Source: an optimization exercise on an open RTL-to-GDS flow (aim: small area). Production flows keep margins and buffers that such runs may drop. Function was checked by simulation only, so behaviour that the tests miss may differ from the original.

==> flow/design.v (outline; a module is shown in full before it is edited, if it fits) <==
// module sqrt_pipe: 347 lines
// module threshold: 80 lines
// module sq_update: 720 lines
// module processing: 108 lines
// module adc_to_fifo: 98 lines
module adc_to_fifo(
    input wire clk,
    input wire rst,
    input wire ready,
    input wire [15:0] i_xadc,
    input wire i_dig,
    output reg [7:0] data_in,
    output reg write,
    input wire almost_full
    );
  // ...
==> flow/run.sh <==
#!/bin/bash
# synth_recipe.tcl (not shown) runs the flow's synth.tcl, then flattens the netlist and writes it again
# the make line also repeats each setting of config.mk as NAME=value (left out here)
make -C /OpenROAD-flow-scripts/flow DESIGN_CONFIG=/design/flow/config.mk WORK_HOME=/design/flow/orfs CLKGATE_MAP_FILE= SYNTH_SCRIPT=/design/flow/synth_recipe.tcl finish
==> flow/config.mk <==
export PLATFORM = sky130hd
export DESIGN_NAME = adc_to_fifo
export DESIGN_NICKNAME = adc_to_fifo
export VERILOG_FILES = /design/flow/design.v
export SDC_FILE = /design/flow/constraint.sdc
export NUM_CORES = 4
export LEC_CHECK = 0
export ABC_AREA = 1
export CAP_MARGIN = 0
export CORE_MARGIN = 2
export CORE_UTILIZATION = 60
export CTS_BUF_LIST = sky130_fd_sc_hd__clkbuf_8
export CTS_CLUSTER_DIAMETER = 40
export CTS_CLUSTER_SIZE = 16
export PLACE_DENSITY = 0.7
export SLEW_MARGIN = 0
==> flow/constraint.sdc <==
create_clock -name core_clock -period 14.0 [get_ports {clk}]
set_input_delay 2.8000 -clock core_clock [delete_from_list [all_inputs] [get_ports {clk}]]
set_output_delay 2.8000 -clock core_clock [all_outputs]
set_load 0.01 [all_outputs]
==> impl_metrics.tcl, run 1 <==
set metrics [dict create \
    syn_area_um2 49100 \
    worst_slew_pin_slew_ps 1110 \
    bufAreaShareNonClock_pct 0.846 \
    cp.depth 37 \
    multi_input_area_um2 10900 \
    yosys.cell_count.top_type "edfxtp_1" \
    endpoint "processing.threshold.sq_acc[19]$_SDFFE_PP0P_" \
    instances_no_fill 4342 \
    synth_cells 3035 \
    dominant_cells "flip-flops and latches" \
    num-multi-input-gates 1223 \
    slew_headroom_pct 25.7 \
    clock-skew-final_ps 46.6 \
    post_drt_wl_per_cell_um 18.4 \
    synth_xor_area_share_pct 1.43 \
    muxShareOfSynthArea_pct 0.184 \
    io_buffer_count 25 \
    synth_simple_gate_area_share_pct 4.10 \
    dieArea_um2 84100 \
    ys_ff_latch 1263 \
    whs_ps 319 \
    drt_first_pass_iters 5 \
    criticalPathCategory "flip-flop to flip-flop" \
    largest_reg_flops 672 \
    fin_ws_ps 1620 \
    synth_top_area_cell "edfxtp_1" \
    yosysSeqAreaShare_pct 73.7 \
    status "finished clean" \
    fin_crit_sh_pct 88.5 \
    period_needed_ps 12380 \
    final_cell_mix "1087 x edfxtp_1, 493 x inv_1, 228 x fa_1, 213 x nand2_1, 201 x nor2_1" \
    crit_arrival_ps 13110 \
    grt_use_met2_pct 29.7 \
    initial_core_util_pct 60.7 \
    place_ws_ps 1270 \
    path_clk_slew_ps 90 \
    setup_viol 0 \
    synth_top_family_by_area "adder cells" \
    dieWidth_um 290 \
    r2r_cells 37 \
    ctsHoldBuffers 0 \
    syn_area_per_cell_um2 16.2 \
    rrSetupSlack_ps 1620 \
]
==> run 2, diff against run 1 <==
--- a/flow/config.mk
+++ b/flow/config.mk
@@ -11,6 +11,6 @@
 export CORE_UTILIZATION = 60
 export CTS_BUF_LIST = sky130_fd_sc_hd__clkbuf_8
-export CTS_CLUSTER_DIAMETER = 40
-export CTS_CLUSTER_SIZE = 16
+export CTS_CLUSTER_DIAMETER = 50
+export CTS_CLUSTER_SIZE = 24
 export PLACE_DENSITY = 0.7
 export SLEW_MARGIN = 0
==> impl_metrics.tcl, run 2 <==
set metrics [dict create \
    path_clk_slew_ps 120 \
    final_util_pct 66.0 \
    drv_slew 0 \
    row_count 104 \
    postCtsSetupBuffers 0 \
    dieWidth_um 290 \
    antenna_found_initial 4 \
    ctsResizeCount 0 \
    hold_viol 0 \
    start_kind "flip-flop" \
    synth_commonest_cells "1087 x edfxtp_1, 487 x inv_1, 245 x fa_1" \
    layout-drive-gt1-share_pct 8.64 \
    largest_registers "processing.threshold.win (672), processing.dl (315), processing.threshold.sqrt.dly (72)" \
    synth_flop_cell "edfxtp_1" \
    place_congestion 0.888 \
    area_growth_pct 8.66 \
    grt_usage_pct 19.2 \
    grt_pass1_vias 22600 \
    setup_viol 0 \
    die_height_um 290 \
    maxCapViolations 0 \
    cts_max_level 3 \
    period_needed_ps 12440 \
    drt_iter0_drc 1773 \
    synth_area_leaders "edfxtp_1 67%, fa_1 10%, dfxtp_1 7.2%, inv_1 3.7%, ha_1 3.1%" \
    cp-end-kind "flip-flop" \
    post_drt_wl_per_cell_um 18.5 \
    timing.fmax_mhz 80.4 \
    r2r-end "processing.threshold.sq_acc[19]$_SDFFE_PP0P_" \
    drc_errors 0 \
    fin_crit_sh_pct 88.8 \
    syn_area_um2 49100 \
    min_path_type "flip-flop to flip-flop" \
    synth_top_area_share_pct 66.5 \
    placed_area_um2 50700 \
    io_pins 30 \
    critPathSlowestCell "dfxtp_1" \
    fin_ws_ps 1560 \
    multi_input_area_um2 10900 \
    dr_total_vias 22300 \
    final_cell_mix "1087 x edfxtp_1, 488 x inv_1, 228 x fa_1, 213 x nand2_1, 201 x nor2_1" \
    dp_hpwl_mm 52.9 \
    cpPeakStageDelay_ps 550 \
    final_common_cell "edfxtp_1" \
    worst_slew_pin_slew_ps 1190 \
    status "finished clean" \
    ys_warn_count 4 \
    reg2reg_from "processing.threshold.pushes[5]$_SDFFE_PP0P_" \
    synth_cells 3035 \
    async_flop_share_pct 0 \
    fillerInstances 5386 \
    largest_reg_flops 672 \
    required_ps 14660 \
    setup.worst_path.start "processing.threshold.pushes[5]$_SDFFE_PP0P_" \
    yosys.cell_count.top_type "edfxtp_1" \
    fin_nets 3514 \
    grt_overflow 0 \
    viasPerCell 5.22 \
    ctsHoldBuffers 0 \
    clock-root-buffer "clkbuf_8" \
    endpoint "processing.threshold.sq_acc[19]$_SDFFE_PP0P_" \
    synth.distinct_cells 57 \
    rsz0062_at_grt "no" \
    cts_max_path_buffers 3 \
    grt_max_degree 215 \
    clock_latency_ps 770 \
    grt_pass1_wl_mm 125 \
    syn_area_per_cell_um2 16.2 \
    critPathMostFrequentCell "fa_1" \
    synth_fp_nets 3421 \
    cp_max_fo 15 \
    drt_wl_total_mm 79.1 \
    yosysSeqAreaShare_pct 73.7 \
    ys_ff_latch 1263 \
    rrSetupSlack_ps 1560 \
    antenna_left 0 \
    synth_edf_count 1087 \
    io_buffer_count 25 \
    regMostFlops "processing.threshold.win" \
    sequential_cell_area_um2 36200 \
    place_ws_ps 1270 \
    clock-sinks 1263 \
    drt_first_pass_iters 5 \
    numCtsBuffers 102 \
    synth_top_area_cell "edfxtp_1" \
    clock-skew-final_ps 69.8 \
    slew_headroom_pct 20.6 \
    initial_core_util_pct 60.7 \
    crit_arrival_ps 13100 \
    stdcell_area_um2 53300 \
    criticalPathCategory "flip-flop to flip-flop" \
    cts_tree "built" \
    dieArea_um2 84100 \
    core-area_um2 80800 \
    r2r_cells 37 \
]
## run 2: how the worst min path moves through the flow
stage	slack, ps	endpoint	startpoint	depth (start not counted)
CTS	300	processing.threshold.sqrt.dly[11]$_DFF_P_	processing.threshold.sqrt.dly[2]$_DFF_P_	0
finish	290	processing.threshold.sqrt.dly[11]$_DFF_P_	processing.threshold.sqrt.dly[2]$_DFF_P_	0
floorplan	310	dig_sync[1]$_DFF_P_	dig_sync[0]$_DFF_P_	0
detailed placement	310	processing.threshold.sqrt.dly[12]$_DFF_P_	processing.threshold.sqrt.dly[3]$_DFF_P_	0
global placement	320	processing.threshold.sqrt.dly[44]$_DFF_P_	processing.threshold.sqrt.dly[35]$_DFF_P_	0
global route	300	processing.threshold.sqrt.dly[23]$_DFF_P_	processing.threshold.sqrt.dly[14]$_DFF_P_	0
## run 2: through the flow
| step | cells | hold WS, ps | setup TNS, ps |
|---|---|---|---|
| after floorplan | 3035 | 310 | -534350 |
| after global placement | 4084 | 317 | 0 |
| after detailed placement | 4084 | 312 | 0 |
| after CTS | 4278 | 301 | 0 |
| after global routing | 4280 | 305 | 0 |
| final | 4281 | 295 | 0 |
## run 2: routing by layer
metal / global-route usage (%) / part of all wire [%] / vias to the layer above
met4: 5.50 / 2.3 / 0
met5: 0 / 0 / -
li1: - / - / 10500
met3: 3.46 / 4.8 / 138
met1: 28.9 / 47 / 11200
met2: 29.4 / 46 / 496
## run 2: cell type report
class / instances / area share [%]
flip-flops and latches: 1263 / 67.8
inverters: 494 / 3.50
clock inverters: 87 / 2.13
multi-input cells: 1223 / 20.4
clock buffers: 107 / 2.76
diodes: 3 / 0.0141
well taps: 1060 / 2.49
repair buffers: 44 / 0.854
## run 2: critical path, delay by kind of cell (launching register included)
| family | cells | cell delay (ps) |
|---|---|---|
| AO/OA/AOI/OAI | 2 | 360 |
| AND/OR/NAND/NOR | 7 | 1260 |
| buffers and inverters | 6 | 770 |
| flip-flops | 1 | 550 |
| adder cells (fa/ha/maj) | 22 | 9420 |
## run 2: kinds of logic (layout without fill, tap and decap cells)
kind of cell / count (synthesis) / count (layout) / synth area share (%)
AO/OA/AOI/OAI: 282 / 282 / 3.24
XOR/XNOR: 80 / 80 / 1.43
adder cells (fa/ha/maj): 365 / 365 / 13.1
buffers and inverters: 549 / 732 / 4.29
flip-flops: 1263 / 1263 / 73.7
multiplexers: 9 / 9 / 0.184
other: 0 / 3 / 0
AND/OR/NAND/NOR: 487 / 487 / 4.10
==> run 3, diff against run 2 <==
--- a/flow/config.mk
+++ b/flow/config.mk
@@ -10,7 +10,7 @@
 export CORE_MARGIN = 2
 export CORE_UTILIZATION = 60
-export CTS_BUF_LIST = sky130_fd_sc_hd__clkbuf_8
-export CTS_CLUSTER_DIAMETER = 50
-export CTS_CLUSTER_SIZE = 24
+export CTS_BUF_LIST = sky130_fd_sc_hd__clkbuf_4
+export CTS_CLUSTER_DIAMETER = 30
+export CTS_CLUSTER_SIZE = 8
 export PLACE_DENSITY = 0.7
 export SLEW_MARGIN = 0
==> impl_metrics.tcl, run 3 <==
set metrics [dict create \
    yosysSeqAreaShare_pct 73.7 \
    ys_warn_count 4 \
    async_flop_share_pct 0 \
    drt_wl_total_mm 80.5 \
    core-area_um2 80800 \
    critPathSlowestCell "fa_1" \
    post_drt_wl_per_cell_um 18.0 \
    fillerInstances 5493 \
    timing.fmax_mhz 81.0 \
    use_met1_pct 29.0 \
    die_height_um 290 \
    synth.distinct_cells 57 \
    viasPerCell 5.16 \
    drt_iter0_drc 1702 \
    syn_area_per_cell_um2 16.2 \
    final_cell_mix "1087 x edfxtp_1, 480 x inv_1, 292 x clkbuf_4, 228 x fa_1, 213 x nand2_1" \
    clock-root-buffer "clkbuf_4" \
    yosys.cell_count.top_type "edfxtp_1" \
    holdPathStages 0 \
    cts_tree "built" \
    critPathMostFrequentCell "fa_1" \
    clock-skew-final_ps 92.3 \
    io_buffer_count 25 \
    io_pins 30 \
    place_congestion 0.888 \
    cp-end-kind "flip-flop" \
    initial_core_util_pct 60.7 \
    hold_viol 0 \
    row_count 104 \
    antenna_left 0 \
    clock_latency_ps 1100 \
    dp_hpwl_mm 52.9 \
    synth_commonest_cells "1087 x edfxtp_1, 487 x inv_1, 245 x fa_1" \
    period_needed_ps 12340 \
    drt_first_pass_iters 5 \
    final_util_pct 66.3 \
    dieWidth_um 290 \
    path_buf_inv 6 \
    drc_errors 0 \
    maxCapViolations 0 \
    required_ps 15000 \
    antenna_found_initial 4 \
    fin_ws_ps 1660 \
    cpPeakStageDelay_ps 550 \
    r2r_cells 37 \
    place_ws_ps 1270 \
    grt_usage_pct 19.8 \
    worst_slew_pin_slew_ps 1210 \
    synth_edf_count 1087 \
    grt_use_met2_pct 29.7 \
    whs_ps 285 \
    ctsHoldBuffers 0 \
    setup_viol 0 \
    status "finished clean" \
    slew_headroom_pct 19.6 \
    start_kind "flip-flop" \
    grt_max_degree 215 \
    min_path_type "flip-flop to flip-flop" \
    path_clk_slew_ps 80 \
    fin_nets 3621 \
    finalSetupTns_ps 0 \
    grt_use_met3_pct 4.16 \
    largest_reg_flops 672 \
    largest_registers "processing.threshold.win (672), processing.dl (315), processing.threshold.sqrt.dly (72)" \
    cts_max_level 4 \
    drv_slew 0 \
    synth_area_leaders "edfxtp_1 67%, fa_1 10%, dfxtp_1 7.2%, inv_1 3.7%, ha_1 3.1%" \
    synth_fp_nets 3421 \
    criticalPathCategory "flip-flop to flip-flop" \
    grt_pass1_vias 23700 \
    area_growth_pct 9.27 \
    syn_area_um2 49100 \
    synth_cells 3035 \
    clock-sinks 1263 \
    regMostFlops "processing.threshold.win" \
    cp.depth 37 \
    postCtsSetupBuffers 0 \
    grt_overflow 0 \
    dr_total_vias 23000 \
    crit_arrival_ps 13340 \
    final_common_cell "edfxtp_1" \
    synth_flop_cell "edfxtp_1" \
    cpLargestDelayFamily "adder cells" \
    rsz0062_at_grt "no" \
    ys_ff_latch 1263 \
    fin_crit_sh_pct 88.1 \
    numCtsBuffers 209 \
    cp_max_fo 15 \
    dieArea_um2 84100 \
    synth_top_area_cell "edfxtp_1" \
    cts_max_path_buffers 3 \
    synth_top_area_share_pct 66.5 \
    ctsResizeCount 0 \
    grt_pass1_wl_mm 128 \
    layout-drive-gt1-share_pct 13.1 \
    gr-max-usage-layer "met2" \
]
run 3: worst paths after layout:
check	startpoint	slack (ps)	end
setup / recovery	processing.threshold.pushes[5]$_SDFFE_PP0P_	1660	processing.threshold.sq_acc[19]$_SDFFE_PP0P_
setup reg to reg	processing.threshold.pushes[5]$_SDFFE_PP0P_	1660	processing.threshold.sq_acc[19]$_SDFFE_PP0P_
hold reg to reg	processing.threshold.sqrt.dly[53]$_DFF_P_	290	processing.threshold.sqrt.dly[62]$_DFF_P_
hold / removal	processing.threshold.sqrt.dly[53]$_DFF_P_	290	processing.threshold.sqrt.dly[62]$_DFF_P_
run 3: kinds of logic (layout without fill, tap and decap cells):
logic type               Yosys count  after routing  share of synthesized area, %
AO/OA/AOI/OAI                    282            282                          3.24
AND/OR/NAND/NOR                  487            487                          4.10
multiplexers                       9              9                         0.184
other                              0              5                             0
flip-flops                      1263           1263                          73.7
buffers and inverters            549            913                          4.29
adder cells (fa/ha/maj)          365            365                          13.1
XOR/XNOR                          80             80                          1.43
run 3: per-stage QoR:
| stage | instance area (µm²) | cells |
|---|---|---|
| 6_report | 53600 | 4464 |
| 2_1_floorplan | 49200 | 3035 |
| 3_3_place_gp | 50700 | 4084 |
| 5_1_grt | 53600 | 4462 |
| 4_1_cts | 53600 | 4459 |
| 3_5_place_dp | 50700 | 4084 |
run 3: routing by layer:
layer | up-vias | share of wire [%] | wire, µm
met5 | - | 0 | 0
met4 | 0 | 2.5 | 2010
met1 | 11400 | 47 | 37500
li1 | 10900 | - | -
met2 | 564 | 46 | 36900
met3 | 158 | 5.1 | 4070
run 3: layout make-up:
cell class / instances / area, µm² / area share (%)
Antenna cell: 5 / 12.5 / 0.0233
Clock buffer: 292 / 2190 / 4.09
Clock inverter: 83 / 706 / 1.32
Inverter: 494 / 1870 / 3.48
Multi-Input combinational cell: 1223 / 10900 / 20.3
Sequential cell: 1263 / 36200 / 67.5
Tap cell: 1060 / 1330 / 2.47
Timing Repair Buffer: 44 / 455 / 0.849

[what the ideal ports hide]
Ports are ideal in the flow. The routed layouts listed here were re-timed in OpenROAD.
Step 1 assumes that a clkbuf_16 drives the clock port and a buf_2 every other input.
Step 2 also shifts input and output timing later by t, the mid clock arrival at the registers, as if the neighbouring blocks saw the same clock.
Three values: no drivers, after step 1, after step 2; two values: the first two.
run | t, ns | setup WS [ns] | slew at the worst register clock pin (ns)
run 1 | 0.835 | 1.616 / 1.616 / 1.317 | 0.09 / 0.09
run 2 | 0.793 | 1.564 / 1.564 / 1.332 | 0.12 / 0.12
run 3 | 1.118 | 1.659 / 1.659 / 1.277 | 0.10 / 0.10
After both steps setup and hold are still met in every run listed. The setup slack of run 3, which loses most, moves by 0.000 ns with the drivers and by -0.382 ns with both steps.
